This is an optimization exercise on Yosys and OpenROAD, whose aim is small area, not a production implementation.
In this exercise RTL edits were held to simulation tests only and were not proved equivalent to the original.
Power and IR drop assume default switching activity.

**run.sh**
```bash
#!/bin/bash
# synth_recipe.tcl (not shown) runs the flow's synth.tcl, then flattens the netlist and writes it again
# the make line also repeats each setting of config.mk as NAME=value (left out here)
make -C /OpenROAD-flow-scripts/flow DESIGN_CONFIG=/design/flow/config.mk WORK_HOME=/design/flow/orfs CLKGATE_MAP_FILE= SYNTH_SCRIPT=/design/flow/synth_recipe.tcl finish
```
**config.mk**
```make
export PLATFORM = sky130hd
export DESIGN_NAME = Doorbell
export DESIGN_NICKNAME = Doorbell
export VERILOG_FILES = /design/flow/design.v
export SDC_FILE = /design/flow/constraint.sdc
export NUM_CORES = 4
export LEC_CHECK = 0
export CAP_MARGIN = 20
export CORE_MARGIN = 2
export CORE_UTILIZATION = 40
export SLEW_MARGIN = 20
```
**design.v**
```verilog
module Doorbell
(input CLK
,input RST 
,input BTN_DRBL 
,input BTN_MODE
,input BTN_TRCK 
,output BEEP
,output[15:0]LED
,output[6:0]SEG
,output[7:0]CAT
,output LCD_E
,output LCD_RS
,output[7:0]LCD_DATA
);
reg[4:0]cnt_drbl;
reg lock;
reg[14:0]cnt_beep_div; 
always@(posedge CLK)
	if(RST)begin
		cnt_drbl<=1'b0;
		lock<=1'b0;
	end
	else if(BTN_DRBL)
		lock<=1'b1;
	else if(lock)
		if(cnt_drbl==5'd30)begin 
			cnt_drbl<=1'b0;
			lock<=1'b0;
		end
		else if(cnt_beep_div[14])
			cnt_drbl<=cnt_drbl+1'b1;
		else
			cnt_drbl<=cnt_drbl;
reg[6:0]cnt_beep; 
reg[5:0]cnt_beep_prgs; 
reg[6:0]pitch; 
reg[2:0]mode;
reg[2:0]trck;
reg beep;
parameter[6:0]m1=7'd47;
parameter[6:0]m2=7'd42;
parameter[6:0]m3=7'd37;
parameter[6:0]m4=7'd35;
parameter[6:0]m5=7'd31;
parameter[6:0]m6=7'd28;
parameter[6:0]m7=7'd25;
parameter[6:0]h1=7'd23;
parameter[6:0]h2=7'd21;
parameter[6:0]h3=7'd19;
parameter[6:0]h4=7'd17;
parameter[6:0]h5=7'd16;
parameter mute=1'b1;
wire BP_MODE;
wire BP_TRCK;
wire PR_MODE; 
wire PR_TRCK;
Debounce UUD1(CLK,RST,BTN_MODE,BP_MODE,PR_MODE);
Debounce UUD2(CLK,RST,BTN_TRCK,BP_TRCK,PR_TRCK);
always@(posedge CLK)
	if(RST)begin
		cnt_beep_div<=1'b0;
		cnt_beep_prgs<=1'b0;
	end
	else if(cnt_beep_div[14])begin
		cnt_beep_div<=1'b0;
		cnt_beep_prgs<=cnt_beep_prgs+1'b1;
	end
	else if(cnt_beep_prgs==6'd32 || BTN_DRBL)
		cnt_beep_prgs<=0;
	else
		cnt_beep_div<=cnt_beep_div+1'b1;
always@(posedge CLK)
	if(RST)begin
		cnt_beep<=1'b0;
		pitch<=m1;
		beep<=1'b0;
	end
	else begin
	cnt_beep<=cnt_beep+1'b1;
	if(cnt_beep==pitch && lock && ((mode==3'b001) || (mode==3'b011)))begin
		beep<=~beep;
		cnt_beep<=0;
		case(trck) 
			3'b001:case(cnt_beep_prgs) 
				6'd00:pitch<=h3;
				6'd01:pitch<=h2;
				6'd02:pitch<=h3;
				6'd03:pitch<=h2;
				6'd04:pitch<=h3;
				6'd05:pitch<=m7;
				6'd06:pitch<=h2;
				6'd07:pitch<=h1;
				6'd08:pitch<=m6;
				6'd11:pitch<=m1;
				6'd12:pitch<=m3;
				6'd13:pitch<=m6;
				6'd14:pitch<=m7;
				6'd17:pitch<=m3;
				6'd18:pitch<=m5;
				6'd19:pitch<=m7;
				6'd20:pitch<=h1;
				6'd23:pitch<=mute; 
				default:;
				endcase
			3'b010:case(cnt_beep_prgs) 
				6'd00:pitch<=m5;
				6'd01:pitch<=mute;
				6'd02:pitch<=m5;
				6'd04:pitch<=m6;
				6'd06:pitch<=m5;
				6'd08:pitch<=h1;
				6'd10:pitch<=m7;
				6'd12:pitch<=mute;
				6'd14:pitch<=m5;
				6'd15:pitch<=mute;
				6'd16:pitch<=m5;
				6'd18:pitch<=m6;
				6'd20:pitch<=m5;
				6'd22:pitch<=h2;
				6'd24:pitch<=h1;
				6'd26:pitch<=mute;
				default:;
				endcase
			3'b011:case(cnt_beep_prgs) 
				6'd00:pitch<=m1;
				6'd01:pitch<=mute;
				6'd02:pitch<=m1;
				6'd04:pitch<=m5;
				6'd05:pitch<=mute;
				6'd06:pitch<=m5;
				6'd08:pitch<=m6;
				6'd09:pitch<=mute;
				6'd10:pitch<=m6;
				6'd12:pitch<=m5;
				6'd14:pitch<=mute;
				6'd16:pitch<=m4;
				6'd17:pitch<=mute;
				6'd18:pitch<=m4;
				6'd20:pitch<=m3;
				6'd21:pitch<=mute;
				6'd22:pitch<=m3;
				6'd24:pitch<=m2;
				6'd25:pitch<=mute;
				6'd26:pitch<=m2;
				6'd28:pitch<=m1;
				6'd29:pitch<=mute;
				default:;
				endcase
			3'b100:case(cnt_beep_prgs) 
				6'd00:pitch<=m6;
				6'd01:pitch<=m7;
				6'd02:pitch<=h1;
				6'd05:pitch<=m7;
				6'd06:pitch<=h1;
				6'd08:pitch<=h3;
				6'd10:pitch<=m7;
				6'd12:pitch<=mute;
				6'd14:pitch<=m3;
				6'd16:pitch<=m6;
				6'd19:pitch<=m5;
				6'd20:pitch<=m6;
				6'd22:pitch<=h1;
				6'd24:pitch<=m5;
				6'd26:pitch<=mute;
				default:;
				endcase
			3'b101:case(cnt_beep_prgs) 
				6'd00:pitch<=h1;
				6'd02:pitch<=h2;
				6'd04:pitch<=h3;
				6'd06:pitch<=h1;
				6'd07:pitch<=mute;
				6'd08:pitch<=h1;
				6'd10:pitch<=h2;
				6'd12:pitch<=h3;
				6'd14:pitch<=h1;
				6'd15:pitch<=mute;
				6'd16:pitch<=h3;
				6'd18:pitch<=h4;
				6'd20:pitch<=h5;
				6'd22:pitch<=mute;
				6'd24:pitch<=h3;
				6'd26:pitch<=h4;
				6'd28:pitch<=h5;
				6'd30:pitch<=mute;
				default:;
				endcase
			default:;
		endcase
	end
	end
assign BEEP=beep;
reg[12:0]cnt_led_div; 
reg[4:0]cnt_led_prgs; 
reg[15:0]led;
always@(posedge CLK)
	if(RST)
		cnt_led_div<=1'b0;
	else if(cnt_led_div==13'd4883)
		cnt_led_div<=1'b0;
	else
		cnt_led_div<=cnt_led_div+1'b1;
always@(posedge CLK)
	if(RST)begin
		cnt_led_prgs<=1'b0;
		led<=16'b0;
	end
	else if(cnt_led_div==13'd4883 && lock && (mode==3'b010))begin
		cnt_led_prgs<=cnt_led_prgs+1'b1;
		case(cnt_led_prgs)
			8'd00:led<=16'b10000000_00000000;
			8'd01:led<=16'b11000000_00000000;
			8'd02:led<=16'b11100000_00000000;
			8'd03:led<=16'b01110000_00000000;
			8'd04:led<=16'b00111000_00000000;
			8'd05:led<=16'b00011100_00000000;
			8'd06:led<=16'b00001110_00000000;
			8'd07:led<=16'b00000111_00000000;
			8'd08:led<=16'b00000011_10000000;
			8'd09:led<=16'b00000001_11000000;
			8'd10:led<=16'b00000000_11100000;
			8'd11:led<=16'b00000000_01110000;
			8'd12:led<=16'b00000000_00111000;
			8'd13:led<=16'b00000000_00011100;
			8'd14:led<=16'b00000000_00001110;
			8'd15:led<=16'b00000000_00000111;
			8'd16:led<=16'b00000000_00000011;
			8'd17:led<=16'b00000000_00000001;
			8'd18:led<=16'b00000000_00000000;
			8'd20:cnt_led_prgs<=1'b0;
			default:;
		endcase
	end
	else if(lock && mode==3'b011)
		case(pitch)
			m1:led<=16'b00000000_00000001;
			m2:led<=16'b00000000_00000010;
			m3:led<=16'b00000000_00000100;
			m4:led<=16'b00000000_00001000;
			m5:led<=16'b00000000_00010000;
			m6:led<=16'b00000000_00100000;
			m7:led<=16'b00000000_01000000;
			h1:led<=16'b00000000_10000000;
			h2:led<=16'b00000001_00000000;
			h3:led<=16'b00000010_00000000;
			h4:led<=16'b00000100_00000000;
			h5:led<=16'b00001000_00000000;
			mute:led<=16'b00000000_00000000;
		default:;
		endcase
	else if(!lock || mode==3'b001 || mode==3'b100)
		led<=16'b00000000_00000000;
assign LED=led;
reg[8:0]cnt_seg; 
reg[6:0]seg;
reg[7:0]cat;
always@(posedge CLK)
	if(RST)
		mode<=3'b001;
	else if(PR_MODE)
		if(mode==3'b100)
			mode<=3'b001;
		else
			mode<=mode+1'b1;
always@(posedge CLK)
	if(RST)
		trck<=3'b001;
	else if(PR_TRCK)
		if(trck==3'b101)
			trck<=3'b001;
		else
			trck<=trck+1'b1;
always@(posedge CLK)
	if(RST)
		cnt_seg<=1'b0;
	else if(cnt_seg==9'd488)
		cnt_seg<=1'b0;
	else
		cnt_seg<=cnt_seg+1'b1;
always@(posedge CLK)
	if(RST)begin
		seg<=7'h00;
		cat<=8'h00;
	end
	else if(cnt_seg==9'd244)begin
		case(mode)
			3'b001:seg<=7'h06;
			3'b010:seg<=7'h5b;
			3'b011:seg<=7'h4f;
			3'b100:seg<=7'h66;
		default:;
		endcase
		cat<=8'b1111_1110;
	end
	else if(cnt_seg==9'd488)begin
		case(trck)
			3'b001:seg<=7'h06;
			3'b010:seg<=7'h5b;
			3'b011:seg<=7'h4f;
			3'b100:seg<=7'h66;
			3'b101:seg<=7'h6d;
		default:;
		endcase
		cat<=8'b1111_1011;
	end
assign SEG=seg;
assign CAT=cat;
reg[127:0]row1;
reg[127:0]row2;
always@(posedge CLK)
	case(trck)
		3'd1:begin row1<="     Song 1     ";row2<="    Fur Elise   ";end
		3'd2:begin row1<="     Song 2     ";row2<=" Happy Birthday ";end
		3'd3:begin row1<="     Song 3     ";row2<="  Little  Star  ";end
		3'd4:begin row1<="     Song 4     ";row2<="Castle InThe Sky";end
		3'd5:begin row1<="     Song 5     ";row2<="  Brother John  ";end
		default:;
	endcase
wire[127:0]row_1;
wire[127:0]row_2;
assign row_1=row1; 
assign row_2=row2; 
parameter TIME_20MS=977; 
parameter TIME_500HZ=98; 
parameter IDLE=8'h00; 
parameter SET_FUNCTION=8'h01;
parameter DISP_OFF=8'h03;
parameter DISP_CLEAR=8'h02;
parameter ENTRY_MODE=8'h06;
parameter DISP_ON=8'h07;
parameter ROW1_ADDR=8'h05;
parameter ROW1_0=8'h04;
parameter ROW1_1=8'h0C;
parameter ROW1_2=8'h0D;
parameter ROW1_3=8'h0F;
parameter ROW1_4=8'h0E;
parameter ROW1_5=8'h0A;
parameter ROW1_6=8'h0B;
parameter ROW1_7=8'h09;
parameter ROW1_8=8'h08;
parameter ROW1_9=8'h18;
parameter ROW1_A=8'h19;
parameter ROW1_B=8'h1B;
parameter ROW1_C=8'h1A;
parameter ROW1_D=8'h1E;
parameter ROW1_E=8'h1F;
parameter ROW1_F=8'h1D;
parameter ROW2_ADDR=8'h1C;
parameter ROW2_0=8'h14;
parameter ROW2_1=8'h15;
parameter ROW2_2=8'h17;
parameter ROW2_3=8'h16;
parameter ROW2_4=8'h12;
parameter ROW2_5=8'h13;
parameter ROW2_6=8'h11;
parameter ROW2_7=8'h10;
parameter ROW2_8=8'h30;
parameter ROW2_9=8'h31;
parameter ROW2_A=8'h33;
parameter ROW2_B=8'h32;
parameter ROW2_C=8'h36;
parameter ROW2_D=8'h37;
parameter ROW2_E=8'h35;
parameter ROW2_F=8'h34;
reg[9:0]cnt_20ms;
always@(posedge CLK)
	if(RST)
		cnt_20ms<=1'b0;
	else if(cnt_20ms==TIME_20MS-1'b1)
		cnt_20ms<=cnt_20ms;
	else
		cnt_20ms<=cnt_20ms+1'b1 ;
wire delay_done=(cnt_20ms==TIME_20MS-1)?1'b1:1'b0;
reg[6:0]cnt_500hz;
always@(posedge CLK)
	if(RST)
		cnt_500hz<=1'b0;
	else if(delay_done)
		if(cnt_500hz==TIME_500HZ-1'b1)
			cnt_500hz<=1'b0;
		else
			cnt_500hz<=cnt_500hz+1'b1 ;
	else
		cnt_500hz<=1'b0;
assign LCD_E=(cnt_500hz>(TIME_500HZ-1'b1)/2)?1'b0:1'b1; 
wire write_flag;
assign write_flag=(cnt_500hz==TIME_500HZ-1'b1)?1'b1:1'b0;
reg[5:0]c_state;
reg[5:0]n_state;
always@(posedge CLK)
	if(RST)
		c_state<=IDLE;
	else if(write_flag)
		c_state<=n_state;
	else
		c_state<=c_state;
always@(*)
	case (c_state)
		IDLE:n_state=SET_FUNCTION;
		SET_FUNCTION:n_state=DISP_OFF;
		DISP_OFF:n_state=DISP_CLEAR;
		DISP_CLEAR:n_state=ENTRY_MODE;
		ENTRY_MODE:n_state=DISP_ON;
		DISP_ON:n_state=ROW1_ADDR;
		ROW1_ADDR:n_state=ROW1_0;
		ROW1_0:n_state=ROW1_1;
		ROW1_1:n_state=ROW1_2;
		ROW1_2:n_state=ROW1_3;
		ROW1_3:n_state=ROW1_4;
		ROW1_4:n_state=ROW1_5;
		ROW1_5:n_state=ROW1_6;
		ROW1_6:n_state=ROW1_7;
		ROW1_7:n_state=ROW1_8;
		ROW1_8:n_state=ROW1_9;
		ROW1_9:n_state=ROW1_A;
		ROW1_A:n_state=ROW1_B;
		ROW1_B:n_state=ROW1_C;
		ROW1_C:n_state=ROW1_D;
		ROW1_D:n_state=ROW1_E;
		ROW1_E:n_state=ROW1_F;
		ROW1_F:n_state=ROW2_ADDR;
		ROW2_ADDR:n_state=ROW2_0;
		ROW2_0:n_state=ROW2_1;
		ROW2_1:n_state=ROW2_2;
		ROW2_2:n_state=ROW2_3;
		ROW2_3:n_state=ROW2_4;
		ROW2_4:n_state=ROW2_5;
		ROW2_5:n_state=ROW2_6;
		ROW2_6:n_state=ROW2_7;
		ROW2_7:n_state=ROW2_8;
		ROW2_8:n_state=ROW2_9;
		ROW2_9:n_state=ROW2_A;
		ROW2_A:n_state=ROW2_B;
		ROW2_B:n_state=ROW2_C;
		ROW2_C:n_state=ROW2_D;
		ROW2_D:n_state=ROW2_E;
		ROW2_E:n_state=ROW2_F;
		ROW2_F:n_state=ROW1_ADDR;
		default:n_state=IDLE;
	endcase
reg lcd_rs;
always@(posedge CLK)
	if(RST)
		lcd_rs<=1'b0; 
	else if(write_flag)
		if((n_state==SET_FUNCTION)||(n_state==DISP_OFF)||(n_state==DISP_CLEAR)||(n_state==ENTRY_MODE)||(n_state==DISP_ON)||(n_state==ROW1_ADDR)||(n_state==ROW2_ADDR))
			lcd_rs<=1'b0;
		else
			lcd_rs<=1'b1;
	else
		lcd_rs<=lcd_rs;
assign LCD_RS=lcd_rs;
reg[7:0]lcd_data;
always@(posedge CLK)
	if(RST)
		lcd_data<=1'b0 ;
	else if(write_flag)
		case(n_state)
			IDLE:lcd_data<=8'h00;
			SET_FUNCTION:lcd_data<=8'h38; 
			DISP_OFF:lcd_data<=8'h08;
			DISP_CLEAR:lcd_data<=8'h01;
			ENTRY_MODE:lcd_data<=8'h06;
			DISP_ON:lcd_data<=8'h0c; 
			ROW1_ADDR:lcd_data<=8'h80; 
			ROW1_0:lcd_data<=row_1[127:120];
			ROW1_1:lcd_data<=row_1[119:112];
			ROW1_2:lcd_data<=row_1[111:104];
			ROW1_3:lcd_data<=row_1[103: 96];
			ROW1_4:lcd_data<=row_1[ 95: 88];
			ROW1_5:lcd_data<=row_1[ 87: 80];
			ROW1_6:lcd_data<=row_1[ 79: 72];
			ROW1_7:lcd_data<=row_1[ 71: 64];
			ROW1_8:lcd_data<=row_1[ 63: 56];
			ROW1_9:lcd_data<=row_1[ 55: 48];
			ROW1_A:lcd_data<=row_1[ 47: 40];
			ROW1_B:lcd_data<=row_1[ 39: 32];
			ROW1_C:lcd_data<=row_1[ 31: 24];
			ROW1_D:lcd_data<=row_1[ 23: 16];
			ROW1_E:lcd_data<=row_1[ 15:  8];
			ROW1_F:lcd_data<=row_1[  7:  0];
			ROW2_ADDR:lcd_data<=8'hc0; 
			ROW2_0:lcd_data<=row_2[127:120];
			ROW2_1:lcd_data<=row_2[119:112];
			ROW2_2:lcd_data<=row_2[111:104];
			ROW2_3:lcd_data<=row_2[103: 96];
			ROW2_4:lcd_data<=row_2[ 95: 88];
			ROW2_5:lcd_data<=row_2[ 87: 80];
			ROW2_6:lcd_data<=row_2[ 79: 72];
			ROW2_7:lcd_data<=row_2[ 71: 64];
			ROW2_8:lcd_data<=row_2[ 63: 56];
			ROW2_9:lcd_data<=row_2[ 55: 48];
			ROW2_A:lcd_data<=row_2[ 47: 40];
			ROW2_B:lcd_data<=row_2[ 39: 32];
			ROW2_C:lcd_data<=row_2[ 31: 24];
			ROW2_D:lcd_data<=row_2[ 23: 16];
			ROW2_E:lcd_data<=row_2[ 15:  8];
			ROW2_F:lcd_data<=row_2[  7:  0];
		endcase
	else
		lcd_data<=lcd_data;
assign LCD_DATA=lcd_data;
endmodule
module Debounce
(input CLK
,input RST
,input KEY
,output KP
,output PRESS
);
reg[8:0]cnt_h;
reg[8:0]cnt_l;
reg kp;
always @(posedge CLK)
	if(RST)
		cnt_l<=1'b0;
	else if(KEY==1'b0)
		cnt_l<=cnt_l+1'b1;
	else
		cnt_l<=1'b0;
always@(posedge CLK)
	if(RST)
		cnt_h<=1'b0;
	else if(KEY==1'b1)
		cnt_h<=cnt_h+1'b1;
	else
		cnt_h<=1'b0;
always@(posedge CLK)
	if(RST)
		kp<=1'b0;
	else if(cnt_h==9'd488) 
		kp<=1;
	else if(cnt_l==9'd488)
		kp<=0;
assign KP=kp;
assign PRESS=(cnt_h==9'd488)&&!kp; 
endmodule
```
**constraint.sdc**
```tcl
create_clock -name core_clock -period 20.0 [get_ports {CLK}]
set_input_delay 4.0000 -clock core_clock [delete_from_list [all_inputs] [get_ports {CLK}]]
set_output_delay 4.0000 -clock core_clock [all_outputs]
set_load 0.01 [all_outputs]
```
==> summary.txt <==
==> routing by layer <==
layer / vias to the layer above / routed length (um) / global-route usage
li1: 4855 / - / -
met2: 275 / 12370 / 0.2991
met3: 53 / 1228 / 0.02938
met1: 4548 / 13010 / 0.2579
met4: 0 / 829 / 0.08106
met5: - / 0 / 0
==> state kept, by name, indices dropped and copies added, names as in the netlist, 8 cells and up <==
signal and flops:
UUD1.cnt_h 9, UUD1.cnt_l 9, UUD2.cnt_h 9, UUD2.cnt_l 9
cnt_20ms 10, cnt_beep_div 15, cnt_led_div 13, cnt_seg 9
lcd_data 8, led 16, row2 22
==> worst min-delay path: stages, from the launching register on <==
cell                      delay [ps]
sky130_fd_sc_hd__dfxtp_1         320
sky130_fd_sc_hd__inv_1            50
sky130_fd_sc_hd__nor4_1           40
==> power by group <==
group	total (mW)	switching, mW	internal, mW
sequential	0.410	0.00381	0.406
combinational	0.0174	0.0109	0.00643
clock	0.350	0.180	0.170
==> metrics by stage <==
stage / cells / cell area, um2 / total power, mW / setup WS, ps / util
after floorplan: 1381 / 11170 / 0.4314 / 14600 / -
after global placement: 1732 / 11820 / 0.4363 / 14020 / 0.4278
after detailed placement: 1732 / 11820 / 0.4367 / 13980 / 0.4278
after CTS: 1764 / 12420 / 0.7881 / 14190 / 0.4497
after global routing: 1764 / 12420 / 0.8066 / 14080 / 0.4497
final: 1764 / 12420 / 0.7773 / 14250 / 0.4497
==> kinds of logic (layout without fill, tap and decap cells) <==
logic type | count (synthesis) | count (layout) | synth area share
fa+ha+maj | 35 | 35 | 0.03922
xor+xnor | 87 | 87 | 0.06824
mux | 26 | 26 | 0.02387
simple gates | 608 | 608 | 0.2685
buf+inv | 146 | 151 | 0.05322
flops | 199 | 199 | 0.3783
compound gates | 280 | 280 | 0.1687
==> layout by cell type, fill, tap and decap left out, drive strengths merged, types with 9 or more instances in the layout <==
cell and n:
a21oi 75, clkbuf 17, nand4 18, nor4 9
edfxtp 24, nor2b 29, nand2 117, nand2b 25
nand3 79, clkdlybuf4s50 45, nor2 202, xnor2 44
xor2 43, clkinv 9, or3 20, and3 21
dfxtp 175, inv 69, nor3 33, a211oi 12
mux2i 21, o21ai 63, buf 11, ha 35
o31ai 11, a31oi 22
==> worst paths after layout <==
path | to | start | cells after the start | slack (ps)
hold reg to reg | cnt_beep_div[14]$_SDFF_PP0_ | cnt_beep_div[13]$_SDFFE_PP0N_ | 2 | 460
setup reg to reg | pitch[0]$_SDFFE_PP1P_ | trck[0]$_SDFFE_PP1P_ | 8 | 16490
setup / recovery | LCD_E | cnt_500hz[0]$_SDFF_PP0_ | 5 | 14250
hold / removal | cnt_beep_div[14]$_SDFF_PP0_ | cnt_beep_div[13]$_SDFFE_PP0N_ | 2 | 460
==> cell type report <==
cell class	count	area, um2	share of cell area
Multi-Input combinational cell	1036	6355	0.5115
Sequential cell	199	4224	0.3400
Timing Repair Buffer	56	530.5	0.04270
Tap cell	378	473.0	0.03807
Clock buffer	17	425.4	0.03424
Inverter	63	236.5	0.01903
Clock inverter	15	180.2	0.01450
==> results.tsv <==
stage	metric	value	unit
outcome	result of the run	finished clean	
yosys	Post-synth ARST share	0	
placed_design	PortBufs	46	
die	die height	171.1	um
worst_hold_path	worst min-delay path class	flop to flop	
routing	starting DRC count in detailed routing	832	
routing	1st-pass router iterations	6	
routing	Remaining DRCs	0	
die	full die area	29270	um2
die	Core Box Area	27630	um2
timing	Max Clock Skew	14.20	ps
yosys	number of different library cells in the post-synthesis netlist	89	
yosys	part of the Yosys area used for sequential elements	0.3783	
yosys	flip-flop and latch count after synthesis	199	
clock_tree	hold_buf cts	0	
finish	area growth from synthesis to layout	11.26	%
routing	vias post-DR	9731	
finish	FILL cells	2805	
setup_path	critical path cell sequence	inv_1, ha_1, a21oi_1, nor2_1, clkdlybuf4s50_1	
timing	number of slew-limit violations in the final report	0	
die	width of the chip	171.1	um
grt	initial antenna violation count	0	
setup_path	buffering stage count on the worst path with inverters included	2	
placed_design	Placer Congestion	0.9310	
yosys	synthesized area per cell	8.086	um2
yosys	number of synthesized flops with an enable pin	24	
power	maximum VDD drop	43.79	uV
yosys	Syn Inst Count	1381	
routing	detail-routed net length per standard cell	15.56	um
die	starting utilization of the core area	0.4042	
timing	tightest hold margin	458.5	ps
clock_tree	TritonCTS clock tree	done	
setup_path	endpoint type of the worst setup path	output pin	
clock_tree	root buffer cell	sky130_fd_sc_hd__clkbuf_16	
grt	maximum number of pins on one net before global-route repair	70	
yosys	largest area contributor in the netlist	sky130_fd_sc_hd__dfxtp_1	
setup_path	cell at the slowest stage of the critical path	sky130_fd_sc_hd__clkdlybuf4s50_1	
setup_path	crit path DAT	1750	ps
die	row count	61	
die	IO Count	47	
clock_tree	buffer levels on the longest clock path	2	
power	leakage dissipation	4.236	nW
finish	Final Net Count	1413	
clock_tree	number of sinks driven by the clock tree	199	
placed_design	half-perimeter wire length after placement	19330	um
setup_path	CP peak stage delay	490	ps
grt	global route total overflow	0	
setup_path	largest fanout on the critical path	5	
finish	diode insertion count for antenna repair	0	
clock_tree	H-Tree Level Count	4	
yosys	primary flip-flop cell chosen by synthesis mapping	sky130_fd_sc_hd__dfxtp_1	
yosys	top-count cell post-synth	sky130_fd_sc_hd__nor2_1	
yosys	Mapped Area	11170	um2
routing	post-detailed-route count of antenna-violating nets	0	
timing	max frequency	0.1739	GHz
setup_path	class of the most critical setup path	flop to output pin	
timing	actual slew at the worst max-slew pin	1019	ps
clock_tree	total CTS buffers	17	
timing	RSZ-0062 raised after global routing	no	
job	max_cap viols	0	
timing	Setup Total Neg Slack	0	ps
yosys	top post-synthesis cells by count	sky130_fd_sc_hd__nor2_1 (202), sky130_fd_sc_hd__dfxtp_1 (175), sky130_fd_sc_hd__nand2_1 (116)	
clock_tree	clock network latency to the later pin of the worst-skew pair	440	ps
yosys	synthesized net count	1421	
setup_path	data required time at the worst endpoint	16000	ps
yosys	Ys Warns	2	
timing	final setup fails	0	
routing	vias per std cell	5.516	
timing	count of final hold-check violations	0	
clock_tree	Clock transition at path regs	80	ps
clock_tree	post_cts resized	0	
finish	fraction of layout instances using a drive strength above 1	0.05267	
grt	vias in the first global route	8870	
setup_path	critical path startpoint category	flop	
grt	global-route wire length before repair	45150	um
timing	worst slew margin relative to its limit	0.3199	
timing	final cycle utilization of the critical path	0.2875	
yosys	share of the synthesized area in the top cell type	0.3137	
power	power density cells	62.56	nW/um2
grt	total routing usage reported by global routing	0.1898	
timing	Final Critical Period	5751	ps
routing	total detailed-routing wirelength	27450	um
setup_path	cell family contributing the most delay on the critical path	buffers and inverters	
yosys	Synth area leaders	sky130_fd_sc_hd__dfxtp_1 (31%), sky130_fd_sc_hd__nor2_1 (6.8%), sky130_fd_sc_hd__edfxtp_1 (6.5%), sky130_fd_sc_hd__ha_1 (3.9%), sky130_fd_sc_hd__nand2_1 (3.9%)	
clock_tree	Setup Fix Bufs, Post-CTS	0	

what the ideal ports hide:
How much do the figures lean on ideal ports? The routed layout below was timed once more, with nothing changed but the port constraints.
Step 1: set_driving_cell puts a clkbuf_16 on CLK and a buf_2 on each other input, an assumption about the parent block.
Step 2, shift: input delay + t, output delay - t, t = (earliest + latest rising clock arrival at the registers) / 2. This alone moves slack from input paths to output paths.
Three values: ideal ports, drivers, drivers and shift; two values: the first two.
t, ns: 0.484
setup WS [ns]: 14.249 / 14.198 / 13.945
worst register clock-pin slew, ns: 0.08 / 0.08
After both steps this run still meets setup and hold. For this run, drivers alone change the setup slack by -0.051 ns; drivers and shift together by -0.304 ns.
